From an optimization exercise on the open Yosys and OpenROAD flow, aimed at small area and a short achievable clock period; shortcuts taken in it are not production practice.
Where RTL was checked, it was by simulation tests only, not by an equivalence proof against the original.
No functional check of the RTL was part of runs 5 and 7.
No activity file was given, so power comes from the tool's default toggle rates.

<file path="flow/config.mk">
export PLATFORM = sky130hd
export DESIGN_NAME = top_module
export DESIGN_NICKNAME = top_module
export VERILOG_FILES = /design/flow/design.v
export SDC_FILE = /design/flow/constraint.sdc
export NUM_CORES = 4
export LEC_CHECK = 0
export CAP_MARGIN = 20
export CORE_MARGIN = 2
export CORE_UTILIZATION = 40
export PLACE_DENSITY = 0.6
export SETUP_SLACK_MARGIN = 2.8
export SLEW_MARGIN = 20
</file>
<file path="flow/constraint.sdc">
create_clock -name core_clock -period 5.0 [get_ports {clk}]
set_input_delay 1.0000 -clock core_clock [delete_from_list [all_inputs] [get_ports {clk}]]
set_output_delay 1.0000 -clock core_clock [all_outputs]
set_load 0.01 [all_outputs]
</file>
<file path="flow/design.v">
`timescale 1ns / 1ps
module register_file(
    input clk,
    input rst_d,
    input we,
    input [4:0] wa,
    input [15:0] wd,
    input [31:0] sela,
    input [31:0] selb,
    input hita,
    input hitb,
    input [15:0] byp,
    output [15:0] rda,
    output [15:0] rdb
    );
    localparam [511:0] INIT = {
        {19{16'h0000}},
        16'h0000, 16'h765E, 16'h756F, 16'h0000, 16'h3721, 16'h856D, 16'h0000,
        16'h0040, 16'h0060, 16'h0000, 16'h0060, 16'h0040, 16'h0000 };
    reg [15:0] rf [0:31];
    wire [15:0] wd0 = wd & {16{~rst_d}};
    wire [15:0] wd1 = wd | {16{rst_d}};
    genvar i;
    generate
        for (i = 0; i < 32; i = i + 1) begin : g_reg
            localparam [15:0] IV = INIT[16*i +: 16];
            always @(posedge clk)
                if (rst_d || (we && wa == i))
                    rf[i] <= (wd0 & ~IV) | (wd1 & IV);
        end
    endgenerate
    reg [15:0] ora, orb;
    integer k;
    always @(*) begin
        ora = byp & {16{hita}};
        orb = byp & {16{hitb}};
        for (k = 0; k < 32; k = k + 1) begin
            ora = ora | (rf[k] & {16{sela[k]}});
            orb = orb | (rf[k] & {16{selb[k]}});
        end
    end
    assign rda = ora;
    assign rdb = orb;
endmodule
`timescale 1ns / 1ps
module top_module(
    input clk,
    input rst,
    input [31:0] instr,
    output [15:0] alu_out,
    output top_out
    );
    reg rst_d;
    reg [31:0] selA1, selB1;
    reg hitA1, hitB1;
    reg [4:0] rd1;
    reg mul1, shl1, xor1, add1, v1;
    reg [15:0] A2, B2;
    reg [7:0] Am2, Bm2;       
    reg [4:0] rd2;
    reg mul2, shl2, xor2, add2, v2;
    reg [15:0] ps3, pc3, pd3;
    reg z3, nz3, v3;
    reg [4:0] rd3;
    reg [15:0] res4, res4w;
    reg z4, v4;
    reg [4:0] rd4;
    assign alu_out = res4;
    assign top_out = z4;
    wire [4:0] ra = instr[4:0];
    wire [4:0] rb = instr[9:5];
    wire [2:0] op = instr[17:15];
    wire hA = v3 && rd3 == ra;
    wire hB = v3 && rd3 == rb;
    wire [15:0] rda, rdb;
    register_file rf1(.clk(clk), .rst_d(rst_d), .we(v4), .wa(rd4), .wd(res4w),
                      .sela(selA1), .selb(selB1), .hita(hitA1), .hitb(hitB1),
                      .byp(res4w), .rda(rda), .rdb(rdb));
    wire [15:0] sh = (|B2[15:4]) ? 16'd0 : (A2 << B2[3:0]);
    wire [15:0] sum = A2 + B2;
    wire [15:0] x = A2 ^ B2;
    wire [15:0] r2 = (sh & {16{shl2}}) | (x & {16{xor2}}) | (sum & {16{add2}});
    wire zsh = (|B2[15:4]) || ~|(A2 & (16'hffff >> B2[3:0]));
    wire zx = A2 == B2;
    wire zadd = x == {A2[14:0] | B2[14:0], 1'b0};    
    wire zmul = ~|Am2 || ~|Bm2;
    wire z2 = (mul2 && zmul) || (shl2 && zsh) || (xor2 && zx) || (add2 && zadd) ||
              !(mul2 || shl2 || xor2 || add2);
    wire [15:0] pp [0:7];
    genvar j;
    generate
        for (j = 0; j < 8; j = j + 1) begin : g_pp
            assign pp[j] = {8'd0, Am2 & {8{Bm2[j]}}} << j;
        end
    endgenerate
    wire [15:0] s0 = pp[0] ^ pp[1] ^ pp[2];
    wire [15:0] c0 = ((pp[0] & pp[1]) | (pp[0] & pp[2]) | (pp[1] & pp[2])) << 1;
    wire [15:0] s1 = pp[3] ^ pp[4] ^ pp[5];
    wire [15:0] c1 = ((pp[3] & pp[4]) | (pp[3] & pp[5]) | (pp[4] & pp[5])) << 1;
    wire [15:0] s2 = s0 ^ c0 ^ s1;
    wire [15:0] c2 = ((s0 & c0) | (s0 & s1) | (c0 & s1)) << 1;
    wire [15:0] s3 = c1 ^ pp[6] ^ pp[7];
    wire [15:0] c3 = ((c1 & pp[6]) | (c1 & pp[7]) | (pp[6] & pp[7])) << 1;
    wire [15:0] s4 = s2 ^ c2 ^ s3;
    wire [15:0] c4 = ((s2 & c2) | (s2 & s3) | (c2 & s3)) << 1;
    wire [15:0] t5 = ps3 ^ pc3 ^ pd3;
    wire [15:0] c5 = ((ps3 & pc3) | (ps3 & pd3) | (pc3 & pd3)) << 1;
    wire [15:0] res = t5 + c5;
    always @(posedge clk) begin
        rst_d <= rst;
        if (rst) begin
            mul1 <= 1'b0; shl1 <= 1'b0; xor1 <= 1'b0; add1 <= 1'b0; v1 <= 1'b0;
            hitA1 <= 1'b0; hitB1 <= 1'b0;
            Am2 <= 8'd0; Bm2 <= 8'd0;
            mul2 <= 1'b0; shl2 <= 1'b0; xor2 <= 1'b0; add2 <= 1'b0; v2 <= 1'b0;
            z3 <= 1'b1; nz3 <= 1'b0; v3 <= 1'b0;
            res4 <= 16'd0; z4 <= 1'b0; v4 <= 1'b0;
        end else begin
            mul1 <= op == 3'd1; shl1 <= op == 3'd2; xor1 <= op == 3'd3; add1 <= op == 3'd4;
            v1 <= 1'b1;
            hitA1 <= hA; hitB1 <= hB;
            Am2 <= rda[7:0] & {8{mul1}}; Bm2 <= rdb[7:0] & {8{mul1}};
            mul2 <= mul1; shl2 <= shl1; xor2 <= xor1; add2 <= add1; v2 <= v1;
            z3 <= z2; nz3 <= 1'b1; v3 <= v2;
            res4 <= res & {16{nz3}}; z4 <= z3; v4 <= v3;
        end
        selA1 <= (32'd1 << ra) & {32{~hA}};
        selB1 <= (32'd1 << rb) & {32{~hB}};
        rd1 <= instr[14:10];
        A2 <= rda; B2 <= rdb; rd2 <= rd1;
        ps3 <= s4; pc3 <= c4; pd3 <= c3 | r2; rd3 <= rd2;
        res4w <= res; rd4 <= rd3;
    end
endmodule
</file>
<file path="flow/run.sh">
#!/bin/bash
# synth_recipe.tcl (not shown) runs the flow's synth.tcl, then flattens the netlist and writes it again
# the make line also repeats each setting of config.mk as NAME=value (left out here)
make -C /OpenROAD-flow-scripts/flow DESIGN_CONFIG=/design/flow/config.mk WORK_HOME=/design/flow/orfs CLKGATE_MAP_FILE= SYNTH_SCRIPT=/design/flow/synth_recipe.tcl finish
</file>
==> impl_metrics.json, run 1 <==
{
  "cts_buffers": 75,
  "viasPerCell": 6.980,
  "clock_skew_ns": 0.03237,
  "synth_seq_area_share_pct": 63.23,
  "required_ns": 5.56,
  "htreeDepth": 3,
  "arrival_ns": 3.01,
  "syn_inst": 2396,
  "nNetsFinal": 2598,
  "gp_congestion": 0.9363,
  "drive_gt1_share_pct": 18.84,
  "max_freq_mhz": 408.3,
  "hold_path_depth": 0,
  "ys_ff_latch": 734,
  "fin_crit_ns": 2.449,
  "rsz0062_at_grt": "yes",
  "max-vdd-ir-drop_mv": 0.2666,
  "grt_pass1_wl_um": 182600,
  "switching_share_pct": 26.58,
  "syn_area_per_cell_sq_um": 13.08,
  "die_w_um": 283.9,
  "ys_types": 70,
  "yosysMostFrequentCell": "edfxtp_1",
  "synth_top_area_cell": "edfxtp_1",
  "area_growth_pct": 17.13,
  "p_seq_share_pct": 49.9,
  "rows": 102,
  "async_reset_ff_share_pct": 0,
  "setup_tns_ns": 0,
  "cts_tree": "built",
  "worstSetupPathType": "reg2reg",
  "hold_path.startpoint": "rd2[4]",
  "regToRegEndpoint": "res4[12]",
  "r2r_setup_slack_ns": 2.55,
  "slew_headroom_pct": 26.44,
  "final_cell_area_sq_um": 36710,
  "fp.dieH_um": 283.9,
  "syn-num-nets": 2534,
  "combPwrFrac_pct": 10.8,
  "p_sw_mw": 3.837,
  "grt_antenna_before_repair": 3,
  "vias": 24880,
  "tightest_slew_ns": 1.103,
  "cts_buffer_depth": 3,
  "place_area_sq_um": 33190,
  "dp_hpwl_um": 73730,
  "final_core_util_pct": 47.39,
  "ys_top_cells_by_area": "edfxtp_1 (49%), dfxtp_1 (14%), a22oi_1 (8.5%)",
  "yosysWarningCount": 3,
  "syn-cell-area_sq_um": 31350,
  "start_util_pct": 40.46,
  "status": "timing/DRC/antenna clean",
  "first_global_vias": 23910,
  "synth_top_area_share_pct": 49.05,
  "reg2reg_depth": 8,
  "cp-end-kind": "register",
  "drtIter0Drc": 5054,
  "p_clk_share_pct": 39.3,
  "post-route-period-util_pct": 48.98,
  "drc": 0,
  "grt_overflow": 0,
  "io_pins": 51,
  "grt.total_usage_pct": 32.42,
  "yosys-top-cells-count": "edfxtp_1 (512), a22oi_1 (355), dfxtp_1 (222), clkbuf_1 (159), nand2_1 (106)",
  "internal_power_mw": 10.60,
  "hold_end": "rd3[4]",
  "synth-main-ff-cell": "edfxtp_1",
  "path_max_fanout": 5,
  "hold_class": "reg2reg",
  "cts_root_buf": "clkbuf_16",
  "r2r_start": "ps3[6]",
  "wirelength_um": 134400,
  "core-area_sq_um": 77470,
  "port_buffers": 36,
  "maxCapViolations": 0,
  "ctsHoldBuffers": 0,
  "critPathLaunchType": "register",
  "power_density_nw_per_um2": 393.2,
  "p_leak_nw": 13.39,
  "grt_max_degree": 33,
  "setup_viol": 0,
  "ant_nets": 0,
  "clock-sinks": 734,
  "hold_viol": 0,
  "first_pass_iters": 10,
  "wl_per_cell_um": 37.70,
  "synth_edf_count": 512,
  "clock_latency_ns": 0.64,
  "clk_pin_slew_ns": 0.07,
  "die_area_sq_um": 80620,
  "finalMaxSlewViolations": 0
}
==> kinds of logic after synthesis <==
group                      Yosys count  share of synthesized area, %
DFF                                734                         63.23
AOI/OAI and AO/OA                  679                         16.64
and+or+nand+nor                    562                         9.504
buffers and inverters              241                         3.038
adders and majority gates          105                         5.213
xor gates and xnor gates            47                         1.313
muxes                               28                         1.062
==> timing repair <==
action	CTS	global route
resized for setup	170	80
endpoints found under the setup margin	301	224
setup buffers	40	5
pin swaps	42	32
==> per-layer routing <==
layer / vias to the layer above / wire [um] / GRT usage [%] / part of all wire (%)
met1: 12100 / 45630 / 39.61 / 34
met2: 2534 / 55060 / 46.93 / 41
met3: 714 / 22950 / 14.93 / 17
met4: 6 / 10580 / 19.01 / 7.9
met5: - / 165 / 0 / 0.12
li1: 9525 / - / - / -
==> through the flow <==
step / power [mW] / instances / hold slack, ns / worst slack, ns
2_1_floorplan: 7.991 / 2396 / 0.3096 / 2.331
3_3_place_gp: 8.601 / 3378 / 0.3119 / 2.083
3_5_place_dp: 8.615 / 3378 / 0.3121 / 2.027
4_1_cts: 14.33 / 3556 / 0.3255 / 2.525
5_1_grt: 14.78 / 3561 / 0.3350 / 2.465
6_report: 14.44 / 3565 / 0.3233 / 2.551
==> flip-flops by register name (all words and copies together), names as in the netlist, 5 cells and up <==
signal,count
A2,16
Am2,8
B2,16
Bm2,8
pc3,10
pd3,16
ps3,15
rd1,5
rd2,5
rd3,5
rd4,5
res4,16
res4w,16
rf1.rf,512
selA1,32
selB1,32
==> critical path: stages, from the launching register on <==
cell,delay (ns)
dfxtp_1,0.32
fa_1,0.47
ha_1,0.42
nand4_1,0.19
nor2_2,0.23
a211o_1,0.22
a31oi_4,0.14
xnor2_4,0.22
and2_4,0.16
==> how the worst max path moves through the flow <==
stage | start | end | slack, ns | depth (start not counted)
detailed placement | rst | res4[6] | 2.03 | 5
floorplan | rd4[0] | rf1.rf[21][0] | 2.33 | 4
CTS | ps3[8] | res4[13] | 2.53 | 8
global route | ps3[6] | res4[12] | 2.46 | 8
finish | ps3[6] | res4[12] | 2.55 | 8
global placement | rst | res4[6] | 2.08 | 5
==> placed cells by master, fill, tap and decap left out, types with 16 or more instances in the layout <==
master | synthesis | routed
clkbuf_16 | 0 | 79
ha_1 | 61 | 40
dfxtp_2 | 0 | 52
a21oi_1 | 33 | 27
or2_2 | 16 | 16
fa_1 | 43 | 35
a221oi_1 | 65 | 65
nand2_1 | 106 | 105
mux2i_1 | 22 | 22
a22oi_1 | 355 | 355
nand4_1 | 89 | 89
xor2_1 | 20 | 17
edfxtp_1 | 512 | 512
o21ai_0 | 37 | 20
nor4_1 | 25 | 25
dfxtp_1 | 222 | 156
and2_1 | 92 | 83
a222oi_1 | 32 | 32
nor3_1 | 34 | 33
a22o_1 | 64 | 64
buf_4 | 2 | 115
inv_1 | 57 | 47
nand3_1 | 48 | 48
nor2b_1 | 29 | 24
buf_6 | 3 | 16
xnor2_1 | 27 | 21
ha_4 | 0 | 18
nor2_1 | 86 | 83
==> layout make-up <==
cell class,count,area [sq um]
antenna,4,10.01
inverter,59,229.0
tap,1040,1301
fill,6826,40750
multi-input combinational,1421,11360
clock buffer,91,2052
sequential,734,19940
timing repair buffer,169,1393
clock inverter,47,435.4
==> power groups by stage <==
| stage | clock [mW] | sequential (mW) | combinational, mW |
|---|---|---|---|
| after global routing | 5.95 | 7.21 | 1.61 |
| after detailed placement | 0 | 7.31 | 1.30 |
| final | 5.67 | 7.20 | 1.56 |
| after floorplan | 0 | 7.13 | 0.865 |
| after CTS | 5.69 | 7.17 | 1.46 |
| after global placement | 0 | 7.31 | 1.29 |
==> inputs of run 2 (changes only) <==
--- a/flow/config.mk
+++ b/flow/config.mk
@@ -10,2 +10,5 @@
 export CORE_UTILIZATION = 40
+export CTS_BUF_LIST = sky130_fd_sc_hd__clkbuf_16
+export CTS_CLUSTER_DIAMETER = 80
+export CTS_CLUSTER_SIZE = 22
 export PLACE_DENSITY = 0.6
==> run 2 against run 1 <==
Critical path depth grew 2. Maximum frequency shrank 2.3%. Synthesized cell count is the same. Count of clock-buffer cells in the layout shrank 49. Worst hold slack gained 0.0058 ns.
==> impl_metrics.json, run 2 <==
{
  "top_register": "rf1.rf",
  "combPwrFrac_pct": 12.6,
  "clock-sinks": 734,
  "p_clk_share_pct": 29.1,
  "rsz0062_at_grt": "yes",
  "whs_ns": 0.3290,
  "clk_pin_slew_ns": 0.08,
  "tightest_slew_ns": 1.116,
  "vias": 24620,
  "use_met2_pct": 46.61,
  "critPathMaxStageDelay_ns": 0.58,
  "hold_path.startpoint": "rd2[4]",
  "synth_top_area_cell": "edfxtp_1",
  "syn_area_per_cell_sq_um": 13.08,
  "yosysMostFrequentCell": "edfxtp_1",
  "fin_crit_ns": 2.506,
  "ys_top_cells_by_area": "edfxtp_1 (49%), dfxtp_1 (14%), a22oi_1 (8.5%)",
  "core-area_sq_um": 77470,
  "r2r_setup_slack_ns": 2.49,
  "required_ns": 5.49,
  "gp_congestion": 0.9363,
  "synthSimpleGateAreaFrac_pct": 9.504,
  "cts_tree": "built",
  "critPathMostFrequentCell": "buf_6",
  "io_pins": 51,
  "async_reset_ff_share_pct": 0,
  "nNetsFinal": 2572,
  "dp_hpwl_um": 73730,
  "cts_buffers": 40,
  "grt_pass1_wl_um": 180600,
  "reg2reg_depth": 10,
  "fp.dieH_um": 283.9,
  "path_buf_inv": 3,
  "r2r_start": "pd3[8]",
  "grt.total_usage_pct": 32.02,
  "viasPerCell": 7.031,
  "wirelength_um": 133500,
  "hold_class": "reg2reg",
  "multiInputGateArea_sq_um": 11380,
  "grt_util_met1_pct": 39.30,
  "final_common_cell": "edfxtp_1",
  "yosysWarningCount": 3,
  "syn-cell-area_sq_um": 31350,
  "syn_inst": 2396,
  "p_sw_mw": 3.336,
  "synthMuxAreaShare_pct": 1.062,
  "htreeDepth": 2,
  "setup_tns_ns": 0,
  "die_area_sq_um": 80620,
  "setup_viol": 0,
  "area_growth_pct": 13.47,
  "drive_gt1_share_pct": 16.84,
  "top_regs": "rf1.rf: 512 flops, selA1: 32 flops, selB1: 32 flops",
  "syn-num-nets": 2534,
  "largest_reg_flops": 512,
  "yosys-top-cells-count": "edfxtp_1 (512), a22oi_1 (355), dfxtp_1 (222), clkbuf_1 (159), nand2_1 (106)",
  "grt.busiest_layer": "met2",
  "power_density_nw_per_um2": 346.7,
  "ys_ff_latch": 734,
  "ctsHoldBuffers": 0,
  "drtIter0Drc": 5314,
  "instances_no_fill": 3502,
  "grt_overflow": 0,
  "worstSetupPathType": "reg2reg",
  "synth_edf_count": 512,
  "slowest_stage": "fa_1",
  "clock_latency_ns": 0.63,
  "hold_viol": 0,
  "start_util_pct": 40.46,
  "synth-compound-area-share_pct": 16.64,
  "p_leak_nw": 12.88,
  "cp_cell_sequence": "fa_1 -> ha_4 -> buf_6 -> nand4_1 -> nor2_2 -> a211o_1 -> buf_6 -> buf_6 -> xor2_4 -> and2_1",
  "grt_antenna_before_repair": 4,
  "dp_cells": 3378,
  "rows": 102,
  "slew_headroom_pct": 25.58,
  "drc": 0,
  "arrival_ns": 2.99,
  "final_cell_mix": "edfxtp_1 (512), a22oi_1 (355), dfxtp_1 (156), buf_4 (119), nand2_1 (104)",
  "p_seq_share_pct": 58.3,
  "status": "timing/DRC/antenna clean",
  "synth_top_area_share_pct": 49.05,
  "synth_fa_ha_area_share_pct": 5.213,
  "grt_max_degree": 33,
  "synth_top_family_by_area": "compound AO/OA/AOI/OAI gates",
  "max-vdd-ir-drop_mv": 0.2161,
  "regArea_sq_um": 19940,
  "synth-main-ff-cell": "edfxtp_1",
  "internal_power_mw": 8.996,
  "ys_types": 70,
  "path_max_fanout": 3,
  "hold_path_depth": 0,
  "met3_usage_pct": 14.47,
  "die_w_um": 283.9,
  "cp-end-kind": "register",
  "hold_end": "rd3[4]",
  "cts_buffer_depth": 3,
  "first_pass_iters": 9,
  "regToRegEndpoint": "res4[10]",
  "finalMaxSlewViolations": 0,
  "max_freq_mhz": 399.0,
  "critical_path.top_delay_family": "adder cells",
  "synth_xor_area_share_pct": 1.313,
  "critPathLaunchType": "register",
  "wl_per_cell_um": 38.12,
  "fill_cells": 6913,
  "switching_share_pct": 27.05,
  "ant_nets": 0,
  "first_global_vias": 23410,
  "clock_skew_ns": 0.03946,
  "synth_seq_area_share_pct": 63.23,
  "port_buffers": 36,
  "cts_root_buf": "clkbuf_16",
  "post-route-period-util_pct": 50.12,
  "maxCapViolations": 0
}
run 2: cell counts after synthesis:
No cell type changed its count.
run 2: area by class of cell:
cell class | count | share of cell area (%)
multi-input cells | 1421 | 32.00
inverters | 59 | 0.6438
clock buffers | 42 | 2.955
diodes | 4 | 0.02814
flip-flops and latches | 734 | 56.05
clock inverters | 24 | 0.4257
well taps | 1040 | 3.659
repair buffers | 178 | 4.232
run 2: through the flow:
step           worst slack [ns]  utilization (%)  total power [mW]  instance area [sq um]
2_1_floorplan             2.331                -             7.991                  31490
3_3_place_gp              2.083            42.84             8.601                  33190
3_5_place_dp              2.027            42.84             8.615                  33190
4_1_cts                   2.534            45.40             12.23                  35170
5_1_grt                   2.408            45.90             12.64                  35560
6_report                  2.494            45.91             12.33                  35570
run 2: worst max-delay path by stage:
stage | from | to | slack (ns) | cells after the start
floorplan | rd4[0] | rf1.rf[21][0] | 2.33 | 4
global placement | rst | res4[6] | 2.08 | 5
detailed placement | rst | res4[6] | 2.03 | 5
CTS | ps3[8] | res4[13] | 2.53 | 8
global route | pd3[8] | res4[15] | 2.41 | 9
finish | pd3[8] | res4[10] | 2.49 | 10
run 2: power groups by stage:
stage	Sequential, mW	Combinational [mW]	Clock [mW]
6_report	7.19	1.56	3.58
5_1_grt	7.20	1.61	3.82
4_1_cts	7.16	1.46	3.60
3_5_place_dp	7.31	1.30	0
3_3_place_gp	7.31	1.29	0
2_1_floorplan	7.13	0.865	0
run 2: what timing repair did:
item                       in CTS  in global routing
resized for setup             157                 88
setup endpoints to repair     299                168
setup buffers                  41                 13
pin swaps                      44                 37
run 2: kinds of logic after synthesis:
kind of cell | Yosys count
AOI/OAI and AO/OA | 679
DFF | 734
adders and majority gates | 105
buffers and inverters | 241
xor gates and xnor gates | 47
and+or+nand+nor | 562
muxes | 28
run 2: per-layer routing:
layer,part of all wire (%),wire length (um)
met1,34,45690
met2,42,55470
met3,16,22010
met4,7.7,10240
met5,0.068,91
==> inputs of run 3 (changes only) <==
--- a/flow/config.mk
+++ b/flow/config.mk
@@ -14,3 +14,3 @@
 export PLACE_DENSITY = 0.6
-export SETUP_SLACK_MARGIN = 2.8
+export SETUP_SLACK_MARGIN = 2.55
 export SLEW_MARGIN = 20
==> run 3 against run 2 <==
Cell count fell by 0.86%. Clock power shrank 1%. Sequential share of layout area grew 0.87 points. Largest cell class unchanged. Non-clock buffer count down 31. Flip-flop and latch count stayed put. Global-route usage fell by 0.18 points. Highest routed layer unchanged. Die area unchanged. Via count shrank 0.45%. Wire length decreased by 0.80%. Core utilization down 0.84 points. Register-to-register slack is essentially flat.
==> impl_metrics.json, run 3 <==
{
  "final_core_util_pct": 45.07,
  "power.total_mw": 12.22,
  "clock_skew_ns": 0.04281,
  "grt_antenna_before_repair": 4,
  "clock-sinks": 734,
  "cts_buffers": 40,
  "grt_overflow": 0,
  "drc": 0,
  "yosys-top-cells-count": "edfxtp_1 (512), a22oi_1 (355), dfxtp_1 (222), clkbuf_1 (159), nand2_1 (106)",
  "clk_pin_slew_ns": 0.08,
  "maxCapViolations": 0,
  "yosysMostFrequentCell": "edfxtp_1",
  "clock_latency_ns": 0.63,
  "hold_path.startpoint": "rd2[1]",
  "vias": 24510,
  "start_util_pct": 40.46,
  "yosysWarningCount": 3,
  "grt_max_degree": 33,
  "top_register": "rf1.rf",
  "wl_per_cell_um": 38.14,
  "gp_congestion": 0.9703,
  "die_area_sq_um": 80620,
  "first_global_vias": 23280,
  "fin_crit_ns": 2.511,
  "max-vdd-ir-drop_mv": 0.3036,
  "r2r_setup_slack_ns": 2.49,
  "rows": 102,
  "cts_buffer_depth": 3,
  "arrival_ns": 3.00,
  "syn_area_per_cell_sq_um": 13.08,
  "slew_headroom_pct": 24.99,
  "cp-end-kind": "register",
  "drtIter0Drc": 4843,
  "hold_class": "reg2reg",
  "dp_cells": 3381,
  "area_growth_pct": 11.38,
  "post-route-period-util_pct": 50.22,
  "finalMaxSlewViolations": 0,
  "synth_edf_count": 512,
  "htreeDepth": 2,
  "fp.dieH_um": 283.9,
  "ys_top_cells_by_area": "edfxtp_1 (49%), dfxtp_1 (14%), a22oi_1 (8.5%)",
  "synth_seq_area_share_pct": 63.23,
  "first_pass_iters": 13,
  "reg2reg_depth": 6,
  "instances_no_fill": 3472,
  "hold_path_depth": 0,
  "final_common_cell": "edfxtp_1",
  "required_ns": 5.49,
  "status": "timing/DRC/antenna clean",
  "synth_top_area_share_pct": 49.05,
  "syn_inst": 2396,
  "final_cell_mix": "edfxtp_1 (512), a22oi_1 (355), dfxtp_1 (183), nand2_1 (104), buf_4 (104)",
  "syn-cell-area_sq_um": 31350,
  "ant_nets": 0,
  "dp_hpwl_um": 74240,
  "wirelength_um": 132400,
  "cts_tree": "built",
  "grt.total_usage_pct": 31.84,
  "hold_viol": 0,
  "largest_reg_flops": 512,
  "path_max_fanout": 9,
  "ys_types": 70,
  "async_reset_ff_share_pct": 0,
  "r2r_start": "selB1[4]",
  "rsz0062_at_grt": "yes",
  "tightest_slew_ns": 1.125,
  "hold_end": "rd3[1]",
  "io_pins": 51,
  "top_regs": "rf1.rf: 512 flops, selA1: 32 flops, selB1: 32 flops",
  "power_density_nw_per_um2": 349.9,
  "core-area_sq_um": 77470,
  "setup_ws_ns": 2.489,
  "synth-main-ff-cell": "edfxtp_1",
  "cts_root_buf": "clkbuf_16",
  "regToRegEndpoint": "Bm2[7]",
  "detailedPlace.worstSlack_ns": 2.024,
  "ys_ff_latch": 734,
  "grt_pass1_wl_um": 179500,
  "max_freq_mhz": 398.3,
  "p_leak_nw": 12.67,
  "setup_tns_ns": 0,
  "worstSetupPathType": "reg2reg",
  "drive_gt1_share_pct": 12.24,
  "die_w_um": 283.9,
  "synth_top_area_cell": "edfxtp_1",
  "nNetsFinal": 2541,
  "syn-num-nets": 2534,
  "setup_viol": 0,
  "critPathLaunchType": "register",
  "viasPerCell": 7.060,
  "port_buffers": 36
}
run 3: critical path, cell delays in order, from the launching register on:
cell and delay (ns):
dfxtp_1 0.65, buf_4 0.40, a22oi_1 0.22, nand4_1 0.11, nor4_1 0.47, nand2_1 0.29
and2_1 0.21
run 3: area by class of cell:
cell class / count / area, sq um
diodes: 5 / 12.51
clock buffers: 40 / 1001
clock inverters: 26 / 180.2
fillers: 6893 / 42550
inverters: 59 / 234.0
multi-input cells: 1421 / 11070
flip-flops and latches: 734 / 19870
well taps: 1040 / 1301
repair buffers: 147 / 1242
run 3: worst max path at each step:
stage          slack (ns)       endpoint     start  cells after the start
3_5_place_dp         2.02        res4[8]       rst                      5
3_3_place_gp         2.05        res4[6]       rst                      5
6_report             2.49         Bm2[7]  selB1[4]                      6
5_1_grt              2.48       res4[12]    ps3[9]                      8
2_1_floorplan        2.37  rf1.rf[21][0]    rd4[0]                      4
4_1_cts              2.49      res4w[15]    pc3[8]                      8
run 3: per-layer routing:
| layer | GRT usage, % | routed length [um] | part of all wire, % | vias up |
|---|---|---|---|---|
| met3 | 15.99 | 23630 | 18 | 745 |
| met4 | 18.68 | 10300 | 7.8 | 8 |
| met5 | 0 | 141 | 0.11 | - |
| met1 | 38.27 | 44130 | 33 | 11840 |
| li1 | - | - | - | 9380 |
| met2 | 45.78 | 54230 | 41 | 2543 |
run 3: stage by stage:
step | instance area (sq um) | hold slack [ns]
5_1_grt | 34900 | 0.3396
2_1_floorplan | 31370 | 0.3096
6_report | 34910 | 0.3321
4_1_cts | 34590 | 0.3352
3_5_place_dp | 33150 | 0.3144
3_3_place_gp | 33150 | 0.3118
run 3: repair_timing:
action	in CTS	in global routing
setup buffers	7	12
gates cloned	1	0
resized for setup	59	49
pin swaps	16	24
endpoints found under the setup margin	77	131
hold buffers	0	0
run 3: cell families after synthesis:
| kind of cell | share of synthesized area, % |
|---|---|
| mux | 1.062 |
| flops | 63.23 |
| simple gates | 9.504 |
| fa+ha+maj | 5.213 |
| compound gates | 16.64 |
| xor+xnor | 1.313 |
| buf+inv | 3.038 |
run 3: power breakdown:
part	switching, mW	leakage, nW	internal [mW]	total, mW
clock network	2.00	0.645	1.54	3.54
logic	0.986	4.94	0.507	1.49
registers	0.328	7.09	6.85	7.18
total	3.32	12.7	8.90	12.2
==> inputs of run 4 (changes only) <==
--- a/flow/config.mk
+++ b/flow/config.mk
@@ -9,3 +9,3 @@
 export CORE_MARGIN = 2
-export CORE_UTILIZATION = 40
+export CORE_UTILIZATION = 55
 export CTS_BUF_LIST = sky130_fd_sc_hd__clkbuf_16
@@ -13,4 +13,4 @@
 export CTS_CLUSTER_SIZE = 22
-export PLACE_DENSITY = 0.6
-export SETUP_SLACK_MARGIN = 2.55
+export PLACE_DENSITY = 0.7
+export SETUP_SLACK_MARGIN = 2.8
 export SLEW_MARGIN = 20
==> run 4 against run 3 <==
Via count increased by 3.5%. Clock skew decreased by 0.0029 ns. Non-clock buffer count increased by 61. Sequential power decreased by 0.6%. Core utilization increased by 18 points. Die area decreased by 27%. Global-route usage increased by 11 points. Final area increased by 1.8%. Total power increased by 1.3%. Worst hold slack got worse by 0.014 ns. Critical endpoint is now res4w[13]. Largest cell class unchanged. Highest routed layer unchanged.
==> impl_metrics.json, run 4 <==
{
  "cts_buffer_depth": 3,
  "critPathLaunchType": "register",
  "largest_reg_flops": 512,
  "synth_top_area_share_pct": 49.05,
  "cts_root_buf": "clkbuf_16",
  "synth_top_area_cell": "edfxtp_1",
  "clock_skew_ns": 0.03991,
  "port_buffers": 36,
  "syn_inst": 2396,
  "setup_viol": 0,
  "grt_antenna_before_repair": 1,
  "finalMaxSlewViolations": 0,
  "arrival_ns": 3.02,
  "hold_class": "reg2reg",
  "gp_congestion": 0.9944,
  "core-area_sq_um": 56390,
  "yosysWarningCount": 3,
  "status": "timing/DRC/antenna clean",
  "yosysMostFrequentCell": "edfxtp_1",
  "synth_edf_count": 512,
  "grt.total_usage_pct": 42.73,
  "drive_gt1_share_pct": 17.03,
  "first_global_vias": 24050,
  "io_pins": 51,
  "power_density_nw_per_um2": 348.1,
  "critPathMaxStageDelay_ns": 0.59,
  "ant_nets": 0,
  "hold_viol": 0,
  "ys_ff_latch": 734,
  "drc": 0,
  "ys_top_cells_by_area": "edfxtp_1 (49%), dfxtp_1 (14%), a22oi_1 (8.5%)",
  "setup_tns_ns": 0,
  "grt_overflow": 0,
  "rsz0062_at_grt": "yes",
  "start_util_pct": 55.59,
  "max_freq_mhz": 400.2,
  "slowest_stage": "fa_1",
  "die_area_sq_um": 58920,
  "clock-sinks": 734,
  "htreeDepth": 2,
  "final_common_cell": "edfxtp_1",
  "cp_cell_sequence": "fa_1 -> ha_4 -> a21o_1 -> a31o_1 -> or3_1 -> o21ai_2 -> buf_4 -> xnor2_2 -> buf_4",
  "fp.dieH_um": 242.7,
  "nNetsFinal": 2603,
  "path_buf_inv": 2,
  "critPathMostFrequentCell": "buf_4",
  "ctsHoldBuffers": 0,
  "post-route-period-util_pct": 49.98,
  "dp_hpwl_um": 71620,
  "final_cell_mix": "edfxtp_1 (512), a22oi_1 (355), dfxtp_1 (176), buf_4 (150), nand2_1 (104)",
  "p_leak_nw": 13.02,
  "whs_ns": 0.3177,
  "critical_path.top_delay_family": "adder cells",
  "cp-end-kind": "register",
  "grt_max_degree": 33,
  "wl_per_cell_um": 39.75,
  "syn-num-nets": 2534,
  "clk_pin_slew_ns": 0.09,
  "fin_crit_ns": 2.499,
  "max-vdd-ir-drop_mv": 0.3451,
  "async_reset_ff_share_pct": 0,
  "area_growth_pct": 13.41,
  "grt_pass1_wl_um": 175800,
  "viasPerCell": 7.805,
  "clock_latency_ns": 0.65,
  "vias": 25380,
  "synth-main-ff-cell": "edfxtp_1",
  "syn_area_per_cell_sq_um": 13.08,
  "synth_seq_area_share_pct": 63.23,
  "maxCapViolations": 0,
  "r2r_setup_slack_ns": 2.50,
  "ys_types": 70,
  "worstSetupPathType": "reg2reg",
  "die_w_um": 242.7,
  "tightest_slew_ns": 1.031,
  "wirelength_um": 129300,
  "drtIter0Drc": 5711,
  "first_pass_iters": 12,
  "yosys-top-cells-count": "edfxtp_1 (512), a22oi_1 (355), dfxtp_1 (222), clkbuf_1 (159), nand2_1 (106)",
  "rows": 87,
  "slew_headroom_pct": 30.94,
  "top_regs": "rf1.rf: 512 flops, selA1: 32 flops, selB1: 32 flops",
  "syn-cell-area_sq_um": 31350,
  "cts_tree": "built",
  "required_ns": 5.52,
  "cts_buffers": 41,
  "path_max_fanout": 6,
  "top_register": "rf1.rf"
}
run 4: cell counts after synthesis:
Identical to the previous run, type by type.
run 4: area by class of cell:
class                   count  area [sq um]
well taps                 756         945.9
clock inverters            25         187.7
multi-input cells        1421         11440
repair buffers            208          1753
diodes                      7         17.52
clock buffers              42          1051
flip-flops and latches    734         19930
fillers                  4145         20840
inverters                  59         230.2
run 4: repair_timing:
| item | CTS | global route |
|---|---|---|
| hold endpoints to repair | 0 | 0 |
| endpoints found under the setup margin | 290 | 347 |
| buffers inserted | 46 | 14 |
| pin swaps | 50 | 39 |
| resized for setup | 171 | 85 |
run 4: cells by family (layout without fill, tap and decap cells):
group	count (synthesis)	in the layout	synth area share, %
AO/OA/AOI/OAI	679	679	16.64
XOR/XNOR	47	47	1.313
adder cells (fa/ha/maj)	105	105	5.213
buffers and inverters	241	334	3.038
flip-flops	734	734	63.23
multiplexers	28	28	1.062
other	0	7	0
AND/OR/NAND/NOR	562	562	9.504
run 4: final timing paths:
| path | cells past startpoint | endpoint | startpoint |
|---|---|---|---|
| min reg2reg | 0 | rd2[0] | rd1[0] |
| min | 0 | rd2[0] | rd1[0] |
| max | 9 | res4w[13] | pd3[10] |
| max reg2reg | 9 | res4w[13] | pd3[10] |
run 4: worst reg2reg max path, delay by kind of cell, from the launching register on:
kind | cells | cell delay (ns)
fa+ha+maj | 2 | 0.83
buf+inv | 2 | 0.30
compound gates | 3 | 0.53
simple gates | 1 | 0.32
flops | 1 | 0.33
xor+xnor | 1 | 0.07
run 4: routing by layer:
layer | global-route usage (%) | routed length, um | vias up
met5 | 1.471 | 136 | -
met4 | 30.69 | 12630 | 4
met3 | 20.61 | 23520 | 945
met2 | 60.50 | 52220 | 2890
met1 | 50.66 | 40750 | 12030
li1 | - | - | 9511
run 4: metrics by stage:
step	util, %	std cells	setup WS, ns	instance area [sq um]	power, mW
after floorplan	-	2396	2.331	31490	7.991
after global placement	58.51	3118	2.098	32990	8.556
after detailed placement	58.51	3118	2.032	32990	8.575
after CTS	62.21	3231	2.485	35080	12.15
after global routing	63.01	3245	2.427	35530	12.63
final	63.04	3252	2.501	35550	12.38
run 4: power by group:
part           leakage [nW]  switching [mW]  internal (mW)  total, mW
sequential             7.09           0.290           6.85       7.14
clock                 0.660            2.02           1.61       3.64
combinational          5.26            1.04          0.554       1.60
total                  13.0            3.36           9.02       12.4
==> inputs of run 5 (changes only) <==
--- a/flow/design.v
+++ b/flow/design.v
@@ -58,3 +58,2 @@
     reg [15:0] A2, B2;
-    reg [7:0] Am2, Bm2;       
     reg [4:0] rd2;
@@ -85,5 +84,6 @@
     wire zadd = x == {A2[14:0] | B2[14:0], 1'b0};    
-    wire zmul = ~|Am2 || ~|Bm2;
+    wire zmul = ~|A2[7:0] || ~|B2[7:0];
     wire z2 = (mul2 && zmul) || (shl2 && zsh) || (xor2 && zx) || (add2 && zadd) ||
               !(mul2 || shl2 || xor2 || add2);
+    wire [7:0] bm = B2[7:0] & {8{mul2}};
     wire [15:0] pp [0:7];
@@ -92,3 +92,3 @@
         for (j = 0; j < 8; j = j + 1) begin : g_pp
-            assign pp[j] = {8'd0, Am2 & {8{Bm2[j]}}} << j;
+            assign pp[j] = {8'd0, A2[7:0] & {8{bm[j]}}} << j;
         end
@@ -113,3 +113,2 @@
             hitA1 <= 1'b0; hitB1 <= 1'b0;
-            Am2 <= 8'd0; Bm2 <= 8'd0;
             mul2 <= 1'b0; shl2 <= 1'b0; xor2 <= 1'b0; add2 <= 1'b0; v2 <= 1'b0;
@@ -121,3 +120,2 @@
             hitA1 <= hA; hitB1 <= hB;
-            Am2 <= rda[7:0] & {8{mul1}}; Bm2 <= rdb[7:0] & {8{mul1}};
             mul2 <= mul1; shl2 <= shl1; xor2 <= xor1; add2 <= add1; v2 <= v1;
--- a/flow/config.mk
+++ b/flow/config.mk
@@ -9,3 +9,3 @@
 export CORE_MARGIN = 2
-export CORE_UTILIZATION = 55
+export CORE_UTILIZATION = 40
 export CTS_BUF_LIST = sky130_fd_sc_hd__clkbuf_16
@@ -13,3 +13,3 @@
 export CTS_CLUSTER_SIZE = 22
-export PLACE_DENSITY = 0.7
+export PLACE_DENSITY = 0.6
 export SETUP_SLACK_MARGIN = 2.8
==> run 5 against run 4 <==
Count of clock-buffer cells in the layout is 2 lower. Flip-flop and latch count is 16 lower. Total power is 1.9% higher. Global-route usage is 9.6 points lower. Combinational power is 22% higher. Critical path type unchanged. Highest routed layer unchanged.
==> impl_metrics.json, run 5 <==
{
  "core-area_sq_um": 77080,
  "synth_top_family_by_area": "compound AO/OA/AOI/OAI gates",
  "max-vdd-ir-drop_mv": 0.2641,
  "grt_overflow": 0,
  "port_buffers": 36,
  "largest_reg_flops": 512,
  "tightest_slew_ns": 1.096,
  "setup_tns_ns": 0,
  "status": "timing/DRC/antenna clean",
  "nNetsFinal": 2608,
  "path_max_fanout": 3,
  "yosysWarningCount": 3,
  "area_growth_pct": 16.90,
  "rows": 102,
  "setup_ws_ns": 2.416,
  "synth_fa_ha_area_share_pct": 5.233,
  "detailedPlace.worstSlack_ns": 2.046,
  "ys_types": 66,
  "grt_pass1_wl_um": 182100,
  "critical_path.top_delay_family": "adder cells",
  "fin_crit_ns": 2.584,
  "cts_buffers": 40,
  "cts_root_buf": "clkbuf_16",
  "hold_viol": 0,
  "max_freq_mhz": 387.0,
  "synth_top_area_cell": "edfxtp_1",
  "viasPerCell": 7.103,
  "rsz0062_at_grt": "yes",
  "maxCapViolations": 0,
  "critPathMaxStageDelay_ns": 0.60,
  "grt_antenna_before_repair": 7,
  "slowest_stage": "fa_1",
  "synth_top_area_share_pct": 49.54,
  "synth_edf_count": 512,
  "finalMaxSlewViolations": 0,
  "drc": 0,
  "first_pass_iters": 9,
  "synth-main-ff-cell": "edfxtp_1",
  "required_ns": 5.50,
  "slew_headroom_pct": 26.91,
  "syn-num-nets": 2511,
  "ant_nets": 0,
  "arrival_ns": 3.08,
  "start_util_pct": 40.26,
  "drive_gt1_share_pct": 20.79,
  "syn_area_per_cell_sq_um": 13.08,
  "yosys-top-cells-count": "edfxtp_1 (512), a22oi_1 (227), dfxtp_1 (206), clkbuf_1 (177), a221oi_1 (129)",
  "wirelength_um": 135100,
  "synth_seq_area_share_pct": 62.83,
  "wl_per_cell_um": 38.16,
  "top_register": "rf1.rf",
  "drtIter0Drc": 5460,
  "synthMuxAreaShare_pct": 1.246,
  "worstSetupPathType": "reg2reg",
  "critPathLaunchType": "register",
  "async_reset_ff_share_pct": 0,
  "synth-compound-area-share_pct": 17.17,
  "hold_class": "reg2reg",
  "synthSimpleGateAreaFrac_pct": 8.898,
  "final_cell_mix": "edfxtp_1 (512), a22oi_1 (227), buf_4 (174), dfxtp_1 (160), a221oi_1 (129)",
  "ys_ff_latch": 718,
  "die_area_sq_um": 79830,
  "syn_inst": 2373,
  "grt.total_usage_pct": 33.17,
  "first_global_vias": 23680,
  "htreeDepth": 2,
  "syn-cell-area_sq_um": 31030,
  "fill_cells": 6760,
  "cp_cell_sequence": "fa_1 -> ha_4 -> and3_4 -> a221o_1 -> a31oi_4 -> o31ai_4 -> xor2_2 -> buf_6 -> and2_4",
  "cp-end-kind": "register",
  "yosysMostFrequentCell": "edfxtp_1",
  "post-route-period-util_pct": 51.68,
  "clock-sinks": 718,
  "p_leak_nw": 13.28,
  "cts_tree": "built",
  "dp_hpwl_um": 72250,
  "ctsHoldBuffers": 0,
  "clock_skew_ns": 0.03640,
  "setup_viol": 0,
  "vias": 25150,
  "clock_latency_ns": 0.63,
  "cts_buffer_depth": 3,
  "final_common_cell": "edfxtp_1",
  "top_regs": "rf1.rf: 512 flops, selA1: 32 flops, selB1: 32 flops",
  "die_w_um": 282.5,
  "path_buf_inv": 1,
  "io_pins": 51,
  "grt_max_degree": 33,
  "clk_pin_slew_ns": 0.08,
  "ys_top_cells_by_area": "edfxtp_1 (50%), dfxtp_1 (13%), a22oi_1 (5.5%)",
  "gp_congestion": 0.9421,
  "power_density_nw_per_um2": 347.5,
  "fp.dieH_um": 282.5,
  "synth_xor_area_share_pct": 1.355
}
## run 5: cell count changes in the layout (fill, tap and decap cells not counted), moves of 16 or more
| cell | before | now |
|---|---|---|
| a221oi_1 | 65 | 129 |
| a22o_1 | 64 | 128 |
| a22oi_1 | 355 | 227 |
| and2_1 | 86 | 13 |
| and3_1 | 1 | 40 |
| and3_4 | 0 | 24 |
| buf_4 | 150 | 174 |
| dfxtp_1 | 176 | 160 |
| nand4_1 | 89 | 70 |
## run 5: cell families (layout without fill, tap and decap cells)
| logic type | after synthesis | in the layout |
|---|---|---|
| other cells | 0 | 10 |
| simple gates | 543 | 543 |
| compound gates | 675 | 675 |
| buf+inv | 261 | 379 |
| xor+xnor | 48 | 48 |
| flops | 718 | 718 |
| mux | 24 | 24 |
| fa+ha+maj | 104 | 104 |
## run 5: worst register-to-register path: stages, from the launching register on
cell	delay, ns
dfxtp_2	0.33
fa_1	0.60
ha_4	0.23
and3_4	0.17
a221o_1	0.36
a31oi_4	0.22
o31ai_4	0.09
xor2_2	0.19
buf_6	0.15
and2_4	0.13
## run 5: repair_timing
action	in CTS	in global routing
buffers inserted	79	25
endpoints found under the setup margin	275	185
resized for setup	200	85
gates cloned	4	2
pin swaps	59	48
## run 5: path summary, 6_finish.rpt
| path | from | slack, ns | cells past startpoint | end |
|---|---|---|---|---|
| max | pc3[8] | 2.42 | 9 | res4[14] |
| min | rd1[3] | 0.33 | 0 | rd2[3] |
| max reg2reg | pc3[8] | 2.42 | 9 | res4[14] |
| min reg2reg | rd1[3] | 0.33 | 0 | rd2[3] |
## run 5: per-stage QoR
step	hold WS [ns]	area, sq um	utilization [%]	cells	power (mW)
3_5_place_dp	0.3121	33050	42.88	3358	8.690
2_1_floorplan	0.3096	31410	-	2373	8.018
4_1_cts	0.3318	35720	46.33	3504	12.40
3_3_place_gp	0.3111	33050	42.87	3358	8.679
5_1_grt	0.3407	36250	47.03	3531	12.89
6_report	0.3311	36280	47.06	3541	12.61
## run 5: routing by layer
metal | part of all wire, % | wire (um) | GRT usage (%)
met5 | 0.039 | 53 | 0.3053
met4 | 8.1 | 10900 | 20.84
met3 | 17 | 22960 | 15.40
met2 | 41 | 55670 | 47.43
met1 | 34 | 45560 | 40.37
## run 5: final cells by class
type	count	area [sq um]	area share, %
Multi-Input combinational cell	1394	11570	31.91
Antenna cell	10	25.02	0.06898
Clock inverter	23	191.4	0.5277
Timing Repair Buffer	256	2346	6.467
Inverter	60	245.2	0.6760
Tap cell	1040	1301	3.587
Clock buffer	40	1001	2.759
Sequential cell	718	19590	54.01
## run 5: power breakdown
group | switching, mW | internal, mW
Clock | 1.96 | 1.59
Combinational | 1.20 | 0.746
Sequential | 0.345 | 6.76
Total | 3.51 | 9.10
==> inputs of run 6 (changes only) <==
--- a/flow/design.v
+++ b/flow/design.v
@@ -58,2 +58,3 @@
     reg [15:0] A2, B2;
+    reg [7:0] Am2, Bm2;       
     reg [4:0] rd2;
@@ -61,8 +62,8 @@
     reg [15:0] ps3, pc3, pd3;
-    reg z3, nz3, v3;
+    reg z3, v3;
     reg [4:0] rd3;
-    reg [15:0] res4, res4w;
-    reg z4, v4;
+    reg [15:0] res4;
+    reg ok4, z4, v4;
     reg [4:0] rd4;
-    assign alu_out = res4;
+    assign alu_out = res4 & {16{ok4}};
     assign top_out = z4;
@@ -74,5 +75,5 @@
     wire [15:0] rda, rdb;
-    register_file rf1(.clk(clk), .rst_d(rst_d), .we(v4), .wa(rd4), .wd(res4w),
+    register_file rf1(.clk(clk), .rst_d(rst_d), .we(v4), .wa(rd4), .wd(res4),
                       .sela(selA1), .selb(selB1), .hita(hitA1), .hitb(hitB1),
-                      .byp(res4w), .rda(rda), .rdb(rdb));
+                      .byp(res4), .rda(rda), .rdb(rdb));
     wire [15:0] sh = (|B2[15:4]) ? 16'd0 : (A2 << B2[3:0]);
@@ -84,6 +85,5 @@
     wire zadd = x == {A2[14:0] | B2[14:0], 1'b0};    
-    wire zmul = ~|A2[7:0] || ~|B2[7:0];
+    wire zmul = ~|Am2 || ~|Bm2;
     wire z2 = (mul2 && zmul) || (shl2 && zsh) || (xor2 && zx) || (add2 && zadd) ||
               !(mul2 || shl2 || xor2 || add2);
-    wire [7:0] bm = B2[7:0] & {8{mul2}};
     wire [15:0] pp [0:7];
@@ -92,3 +92,3 @@
         for (j = 0; j < 8; j = j + 1) begin : g_pp
-            assign pp[j] = {8'd0, A2[7:0] & {8{bm[j]}}} << j;
+            assign pp[j] = {8'd0, Am2 & {8{Bm2[j]}}} << j;
         end
@@ -113,5 +113,6 @@
             hitA1 <= 1'b0; hitB1 <= 1'b0;
+            Am2 <= 8'd0; Bm2 <= 8'd0;
             mul2 <= 1'b0; shl2 <= 1'b0; xor2 <= 1'b0; add2 <= 1'b0; v2 <= 1'b0;
-            z3 <= 1'b1; nz3 <= 1'b0; v3 <= 1'b0;
-            res4 <= 16'd0; z4 <= 1'b0; v4 <= 1'b0;
+            z3 <= 1'b1; v3 <= 1'b0;
+            z4 <= 1'b0; v4 <= 1'b0;
         end else begin
@@ -120,5 +121,6 @@
             hitA1 <= hA; hitB1 <= hB;
+            Am2 <= rda[7:0] & {8{mul1}}; Bm2 <= rdb[7:0] & {8{mul1}};
             mul2 <= mul1; shl2 <= shl1; xor2 <= xor1; add2 <= add1; v2 <= v1;
-            z3 <= z2; nz3 <= 1'b1; v3 <= v2;
-            res4 <= res & {16{nz3}}; z4 <= z3; v4 <= v3;
+            z3 <= z2; v3 <= v2;
+            z4 <= z3; v4 <= v3;
         end
@@ -129,3 +131,3 @@
         ps3 <= s4; pc3 <= c4; pd3 <= c3 | r2; rd3 <= rd2;
-        res4w <= res; rd4 <= rd3;
+        res4 <= res; ok4 <= ~rst && ~rst_d; rd4 <= rd3;
     end
==> run 6 against run 5 <==
Core utilization decreased by 1.3 points. Highest routed layer unchanged. Sequential share of layout area increased by 1.7 points. Via count decreased by 0.85%. Die area decreased by 0.26%. Non-clock buffer count decreased by 58. Combinational power decreased by about 20%. Wire length decreased by 1.8%. Total power decreased by 4.0%. Count of clock-buffer cells in the layout increased by 1. Clock power about the same. Largest cell class unchanged. Flip-flop and latch count increased by 1.
==> impl_metrics.json, run 6 <==
{
  "cp-end-kind": "register",
  "ant_nets": 0,
  "syn-cell-area_sq_um": 30950,
  "port_buffers": 36,
  "ys_types": 67,
  "status": "timing/DRC/antenna clean",
  "p_clk_share_pct": 29.5,
  "synth_edf_count": 512,
  "combPwrFrac_pct": 12.9,
  "clock_latency_ns": 0.63,
  "setup_viol": 0,
  "grt_antenna_before_repair": 5,
  "path_buf_inv": 1,
  "dr_wl_met2_um": 54370,
  "start_util_pct": 40.15,
  "final_core_util_pct": 45.80,
  "final_common_cell": "edfxtp_1",
  "critPathLaunchType": "register",
  "post-route-period-util_pct": 54.39,
  "critPathMaxStageDelay_ns": 0.35,
  "grt_max_degree": 33,
  "yosysMostFrequentCell": "edfxtp_1",
  "cts_root_buf": "clkbuf_16",
  "syn_inst": 2389,
  "first_global_vias": 23760,
  "slowest_stage": "fa_2",
  "grt.total_usage_pct": 32.79,
  "htreeDepth": 2,
  "drive_gt1_share_pct": 17.09,
  "top_register": "rf1.rf",
  "internal_power_mw": 8.828,
  "switching_share_pct": 27.02,
  "max-vdd-ir-drop_mv": 0.2792,
  "grt_overflow": 0,
  "core-area_sq_um": 77080,
  "fin_crit_ns": 2.720,
  "path_max_fanout": 3,
  "vias": 24940,
  "synth-compound-area-share_pct": 16.83,
  "worstSetupPathType": "reg2reg",
  "required_ns": 5.51,
  "hold_viol": 0,
  "ctsHoldBuffers": 0,
  "synth_top_family_by_area": "compound AO/OA/AOI/OAI gates",
  "nNetsFinal": 2590,
  "p_sw_mw": 3.269,
  "async_reset_ff_share_pct": 0,
  "clock_skew_ns": 0.04633,
  "final_cell_area_sq_um": 35310,
  "power.total_mw": 12.10,
  "ys_ff_latch": 719,
  "largest_reg_flops": 512,
  "wl_per_cell_um": 37.72,
  "synthSimpleGateAreaFrac_pct": 9.940,
  "synth_seq_area_share_pct": 63.06,
  "slew_headroom_pct": 27.79,
  "yosys-top-cells-count": "edfxtp_1 (512), a22oi_1 (354), dfxtp_1 (207), clkbuf_1 (164), nand2_1 (113)",
  "syn-num-nets": 2527,
  "wirelength_um": 132800,
  "rsz0062_at_grt": "yes",
  "maxCapViolations": 0,
  "syn_area_per_cell_sq_um": 12.96,
  "fill_cells": 6904,
  "synthMuxAreaShare_pct": 0.7276,
  "grt_pass1_wl_um": 180200,
  "rows": 102,
  "ys_top_cells_by_area": "edfxtp_1 (50%), dfxtp_1 (13%), a22oi_1 (8.6%)",
  "p_seq_share_pct": 57.6,
  "met1_length_um": 44840,
  "arrival_ns": 3.23,
  "top_regs": "rf1.rf: 512 flops, selA1: 32 flops, selB1: 32 flops",
  "yosysWarningCount": 3,
  "gp_congestion": 0.9634,
  "hold_class": "reg2reg",
  "viasPerCell": 7.087,
  "critical_path.top_delay_family": "compound AO/OA/AOI/OAI gates",
  "clk_pin_slew_ns": 0.08,
  "drc": 0,
  "cts_buffer_depth": 3,
  "fp.dieH_um": 282.2,
  "die_w_um": 282.2,
  "tightest_slew_ns": 1.083,
  "setup_tns_ns": 0,
  "area_growth_pct": 14.07,
  "cts_buffers": 40,
  "io_pins": 51,
  "place_area_sq_um": 32930,
  "synth_top_area_cell": "edfxtp_1",
  "clock-sinks": 719,
  "synth_xor_area_share_pct": 1.302,
  "wl_met3_um": 23000,
  "drtIter0Drc": 5085,
  "max_freq_mhz": 367.7,
  "finalMaxSlewViolations": 0,
  "final_cell_mix": "edfxtp_1 (512), a22oi_1 (354), dfxtp_1 (143), buf_4 (140), nand2_1 (112)",
  "synth_fa_ha_area_share_pct": 5.279,
  "cts_tree": "built",
  "first_pass_iters": 9,
  "power_density_nw_per_um2": 342.6,
  "die_area_sq_um": 79620,
  "synth-main-ff-cell": "edfxtp_1",
  "dp_hpwl_um": 73080,
  "p_leak_nw": 12.87,
  "top_layer_used": "met5",
  "synth_top_area_share_pct": 49.67,
  "cp_cell_sequence": "ha_1 -> ha_4 -> fa_2 -> a211o_1 -> a2111oi_4 -> buf_4 -> o31ai_4 -> nand4_1 -> nand4b_1 -> a21oi_2 -> xnor2_1"
}
==> run 6: cell types whose count changed in the layout (fill, tap and decap cells not counted), moves of 18 or more <==
cell | before | now
ha_4 | 28 | 10
a221oi_1 | 129 | 65
and2_4 | 1 | 22
a22o_1 | 128 | 65
buf_4 | 174 | 140
a22oi_1 | 227 | 354
and3_4 | 24 | 0
and2_1 | 13 | 73
and3_1 | 40 | 3
==> run 6: per-stage QoR <==
step | instances | worst slack, ns | hold WS (ns)
after floorplan | 2389 | 2.331 | 0.3096
after global placement | 3388 | 1.958 | 0.3163
after detailed placement | 3388 | 1.874 | 0.3136
after CTS | 3499 | 2.275 | 0.3331
after global routing | 3515 | 2.162 | 0.3445
final | 3519 | 2.280 | 0.3309
==> run 6: worst register-to-register path, delay by kind of cell (launching register included) <==
| kind | cells | cell delay [ns] |
|---|---|---|
| buffers and inverters | 1 | 0.20 |
| flip-flops | 1 | 0.31 |
| AO/OA/AOI/OAI | 4 | 0.89 |
| XOR/XNOR | 1 | 0.13 |
| adder cells (fa/ha/maj) | 3 | 0.84 |
| AND/OR/NAND/NOR | 2 | 0.24 |
==> run 6: worst paths after layout <==
| path | from | endpoint | slack (ns) | cells after the start |
|---|---|---|---|---|
| worst max-delay path | ps3[1] | res4[15] | 2.28 | 11 |
| worst min register to register | rd1[4] | rd2[4] | 0.33 | 0 |
| worst min-delay path | rd1[4] | rd2[4] | 0.33 | 0 |
| worst max register to register | ps3[1] | res4[15] | 2.28 | 11 |
==> run 6: cell families (layout without fill, tap and decap cells) <==
| kind of cell | count (synthesis) | in the layout |
|---|---|---|
| adder cells (fa/ha/maj) | 105 | 105 |
| multiplexers | 15 | 15 |
| buffers and inverters | 233 | 319 |
| AND/OR/NAND/NOR | 588 | 588 |
| other | 0 | 4 |
| XOR/XNOR | 46 | 46 |
| flip-flops | 719 | 719 |
| AO/OA/AOI/OAI | 683 | 683 |
==> run 6: power by group through the flow <==
stage | registers, mW | logic (mW) | clock network (mW)
5_1_grt | 6.99 | 1.62 | 3.80
6_report | 6.97 | 1.56 | 3.57
3_5_place_dp | 7.10 | 1.24 | 0
4_1_cts | 6.94 | 1.41 | 3.57
3_3_place_gp | 7.09 | 1.23 | 0
2_1_floorplan | 6.94 | 0.787 | 0
==> run 6: repair_timing <==
| action | in CTS | in global routing |
|---|---|---|
| setup buffers | 45 | 15 |
| endpoints found under the hold margin | 0 | 0 |
| gates resized for setup | 206 | 74 |
| pin swaps | 27 | 25 |
| gates cloned | 1 | 1 |
| endpoints found under the setup margin | 361 | 332 |
==> run 6: area by class of cell <==
cell class | instances | area, sq um | share of cell area, %
diodes | 4 | 10.01 | 0.02835
flip-flops and latches | 719 | 19650 | 55.66
clock buffers | 41 | 1026 | 2.906
well taps | 1040 | 1301 | 3.685
repair buffers | 198 | 1730 | 4.901
multi-input cells | 1437 | 11180 | 31.66
inverters | 56 | 225.2 | 0.6379
clock inverters | 24 | 181.4 | 0.5138
==> run 6: metal layers <==
layer | track usage, % | up-vias
li1 | - | 9462
met5 | 0.8547 | -
met4 | 19.14 | 14
met1 | 39.62 | 12030
met2 | 47.56 | 2653
met3 | 15.64 | 782
==> inputs of run 7 (changes only) <==
--- a/flow/design.v
+++ b/flow/design.v
@@ -5,2 +5,3 @@
     input we,
+    input we_n,
     input [4:0] wa,
@@ -26,5 +27,7 @@
             localparam [15:0] IV = INIT[16*i +: 16];
+            wire en = rst_d | (we & (wa == i));
+            wire en_n = ~rst_d & (we_n | (wa != i));
+            wire [15:0] d = (wd0 & ~IV) | (wd1 & IV);
             always @(posedge clk)
-                if (rst_d || (we && wa == i))
-                    rf[i] <= (wd0 & ~IV) | (wd1 & IV);
+                rf[i] <= (rf[i] & {16{en_n}}) | (d & {16{en}});
         end
@@ -65,3 +68,3 @@
     reg [15:0] res4;
-    reg ok4, z4, v4;
+    reg ok4, z4, v4, v4n;
     reg [4:0] rd4;
@@ -75,3 +78,3 @@
     wire [15:0] rda, rdb;
-    register_file rf1(.clk(clk), .rst_d(rst_d), .we(v4), .wa(rd4), .wd(res4),
+    register_file rf1(.clk(clk), .rst_d(rst_d), .we(v4), .we_n(v4n), .wa(rd4), .wd(res4),
                       .sela(selA1), .selb(selB1), .hita(hitA1), .hitb(hitB1),
@@ -116,3 +119,3 @@
             z3 <= 1'b1; v3 <= 1'b0;
-            z4 <= 1'b0; v4 <= 1'b0;
+            z4 <= 1'b0; v4 <= 1'b0; v4n <= 1'b1;
         end else begin
@@ -124,3 +127,3 @@
             z3 <= z2; v3 <= v2;
-            z4 <= z3; v4 <= v3;
+            z4 <= z3; v4 <= v3; v4n <= ~v3;
         end
--- a/flow/config.mk
+++ b/flow/config.mk
@@ -10,5 +10,2 @@
 export CORE_UTILIZATION = 40
-export CTS_BUF_LIST = sky130_fd_sc_hd__clkbuf_16
-export CTS_CLUSTER_DIAMETER = 80
-export CTS_CLUSTER_SIZE = 22
 export PLACE_DENSITY = 0.6
==> run 7 against run 6 <==
Largest power group is now the clock network. Wire length up 35%. Total power up 5.4%. Global-route usage up 9.8 points. Die area up 1.6%. Critical path type unchanged. Cell count is 22% higher. Flip-flop and latch count rose by 1. Synthesized cell count grew 32%. Critical path depth down 2.
==> impl_metrics.json, run 7 <==
{
  "status": "timing/DRC/antenna clean",
  "final_common_cell": "dfxtp_1",
  "final_core_util_pct": 49.22,
  "synth_seq_area_share_pct": 45.82,
  "top_register": "rf1.rf",
  "tightest_slew_ns": 1.268,
  "path_max_fanout": 4,
  "synth_top_area_cell": "dfxtp_1",
  "regToRegEndpoint": "res4[15]",
  "dp_hpwl_um": 96620,
  "first_global_vias": 30530,
  "syn_area_per_cell_sq_um": 9.972,
  "setup_tns_ns": 0,
  "yosysMostFrequentCell": "dfxtp_1",
  "synth_edf_count": 0,
  "grt_overflow": 0,
  "die_area_sq_um": 80910,
  "largest_reg_flops": 512,
  "critPathLaunchType": "register",
  "hold_class": "reg2reg",
  "finalMaxSlewViolations": 0,
  "drtIter0Drc": 7873,
  "rsz0062_at_grt": "yes",
  "cts_buffers": 77,
  "clock-sinks": 720,
  "clock_skew_ns": 0.03370,
  "top_regs": "rf1.rf: 512 flops, selA1: 32 flops, selB1: 32 flops",
  "first_pass_iters": 13,
  "p_leak_nw": 14.40,
  "slew_headroom_pct": 15.44,
  "fill_cells": 6817,
  "maxCapViolations": 0,
  "wirelength_um": 178800,
  "hold_end": "rd3[4]",
  "grt_max_degree": 71,
  "syn_inst": 3155,
  "gp_congestion": 1.022,
  "arrival_ns": 3.11,
  "yosys-top-cells-count": "dfxtp_1 (720), a22o_1 (425), a22oi_1 (356), clkbuf_1 (217), nand2_1 (187)",
  "setup_viol": 0,
  "fp.dieH_um": 284.4,
  "clock_latency_ns": 0.65,
  "nNetsFinal": 3332,
  "async_reset_ff_share_pct": 0,
  "syn-cell-area_sq_um": 31460,
  "drc": 0,
  "cp-end-kind": "register",
  "cts_buffer_depth": 3,
  "cts_root_buf": "clkbuf_16",
  "required_ns": 5.51,
  "grt_pass1_wl_um": 242500,
  "wl_per_cell_um": 41.54,
  "grt_antenna_before_repair": 15,
  "grt.total_usage_pct": 42.59,
  "power_density_nw_per_um2": 333.4,
  "whs_ns": 0.3228,
  "post-route-period-util_pct": 51.99,
  "regArea_sq_um": 14640,
  "max_freq_mhz": 384.7,
  "io_pins": 51,
  "r2r_setup_slack_ns": 2.40,
  "port_buffers": 36,
  "ant_nets": 0,
  "instances_no_fill": 4303,
  "ys_top_cells_by_area": "dfxtp_1 (46%), a22o_1 (12%), a22oi_1 (8.5%)",
  "r2r_start": "ps3[7]",
  "start_util_pct": 40.48,
  "rows": 102,
  "ys_ff_latch": 720,
  "max-vdd-ir-drop_mv": 0.2746,
  "vias": 32990,
  "drive_gt1_share_pct": 20.33,
  "ctsHoldBuffers": 0,
  "cts_tree": "built",
  "multiInputGateArea_sq_um": 16650,
  "ys_types": 75,
  "reg2reg_depth": 9,
  "yosysWarningCount": 3,
  "worstSetupPathType": "reg2reg",
  "hold_path_depth": 0,
  "dp_cells": 4009,
  "core-area_sq_um": 77720,
  "clk_pin_slew_ns": 0.06,
  "final_cell_mix": "dfxtp_1 (621), a22o_1 (425), a22oi_1 (356), nand2_1 (177), buf_4 (159)",
  "hold_path.startpoint": "rd2[4]",
  "synth_top_area_share_pct": 45.82,
  "die_w_um": 284.4,
  "area_growth_pct": 21.59,
  "synth-main-ff-cell": "dfxtp_1",
  "fin_crit_ns": 2.599,
  "hold_viol": 0,
  "viasPerCell": 7.666,
  "htreeDepth": 3,
  "syn-num-nets": 3293
}
run 7: changes by cell type in the layout (fill, tap and decap cells not counted), moves of 17 or more:
cell	previous run	this run
clkbuf_16	42	80
dfxtp_1	143	621
a221o_1	1	42
dfxtp_4	22	41
nor3_4	0	17
buf_4	140	159
a22o_1	65	425
a21oi_4	1	31
o21ai_0	28	79
buf_12	4	51
clkbuf_1	0	18
edfxtp_1	512	0
o21ai_1	3	52
nand2_1	112	177
run 7: worst max-delay path, stage by stage (launching register included):
cell	delay, ns
dfxtp_1	0.31
fa_1	0.48
ha_1	0.25
nor3_1	0.35
o21ai_2	0.16
a311oi_2	0.22
buf_4	0.18
o2111ai_2	0.12
a21oi_2	0.20
xnor2_2	0.18
run 7: routing by layer:
metal | vias up | GRT usage (%) | routed length (um)
met5 | - | 3.690 | 530
met4 | 29 | 30.16 | 17940
met3 | 1283 | 25.58 | 33580
met2 | 3792 | 54.15 | 64870
met1 | 15680 | 51.79 | 61840
li1 | 12200 | - | -
run 7: layout make-up:
type,instances,share of cell area [%]
multi-input combinational,2076,43.52
antenna,12,0.07850
clock buffer,106,5.698
clock inverter,30,1.060
tap,1040,3.402
inverter,60,0.6215
sequential,720,38.27
timing repair buffer,259,7.347
run 7: report_power, final:
| group | internal (mW) | switching (mW) |
|---|---|---|
| sequential | 5.78 | 0.168 |
| clock | 3.48 | 2.55 |
| combinational | 0.257 | 0.520 |
| total | 9.51 | 3.24 |
run 7: cells by family after synthesis:
family,synth area share (%)
compound gates,29.88
xor+xnor,1.197
fa+ha+maj,5.162
buf+inv,4.721
flops,45.82
mux,1.312
simple gates,11.91
run 7: what timing repair did:
item | CTS | global route
buffers inserted | 122 | 23
endpoints found under the setup margin | 574 | 206
pin swaps | 77 | 43
resized for setup | 245 | 95
run 7: worst max path at each step:
| stage | startpoint | endpoint | slack (ns) | depth (start not counted) |
|---|---|---|---|---|
| 3_3_place_gp | rd4[3] | rf1.rf[28][5] | 2.09 | 4 |
| 5_1_grt | ps3[7] | res4[15] | 2.36 | 9 |
| 4_1_cts | pd3[1] | res4[13] | 2.39 | 11 |
| 3_5_place_dp | rd4[2] | rf1.rf[20][2] | 2.03 | 4 |
| 2_1_floorplan | ps3[1] | res4[15] | 2.77 | 9 |
| 6_report | ps3[7] | res4[15] | 2.40 | 9 |
run 7: metrics by stage:
step	total power [mW]	instance area, sq um	setup WS [ns]
2_1_floorplan	6.280	31510	2.769
3_3_place_gp	6.617	32900	2.088
3_5_place_dp	6.629	32990	2.033
4_1_cts	12.58	37540	2.391
5_1_grt	12.90	38220	2.361
6_report	12.75	38250	2.401

==> static timing again, ports no longer ideal <==
In the flow no input, the clock included, has a driving cell. The finished layouts below were timed again as built, in two steps. Step 1 sets driving cells, clkbuf_16 on the clock port and buf_2 on the other inputs (assumed; they add their load-dependent delay and slew). Step 2 also shifts input and output timing later by t, the mid clock arrival at the registers, as if the neighbouring blocks saw the same clock. Three values: no drivers, after step 1, after step 2; two values: the first two.
run	t, ns	setup slack, ns	worst setup path at the end
run 1	0.694	2.551 / 2.551 / 2.331	input to register
run 2	0.676	2.494 / 2.494 / 2.321	input to register
run 3	0.671	2.489 / 2.489 / 2.097	input to register
run 4	0.685	2.501 / 2.501 / 2.298	input to register
run 5	0.669	2.416 / 2.416 / 2.274	input to register
run 6	0.669	2.280 / 2.280 / 2.280	register to register
run 7	0.701	2.401 / 2.401 / 2.103	input to register
After both steps setup and hold are still met in every run listed. The setup slack of run 3, which loses most, moves by 0.000 ns with the drivers and by -0.392 ns with both steps.
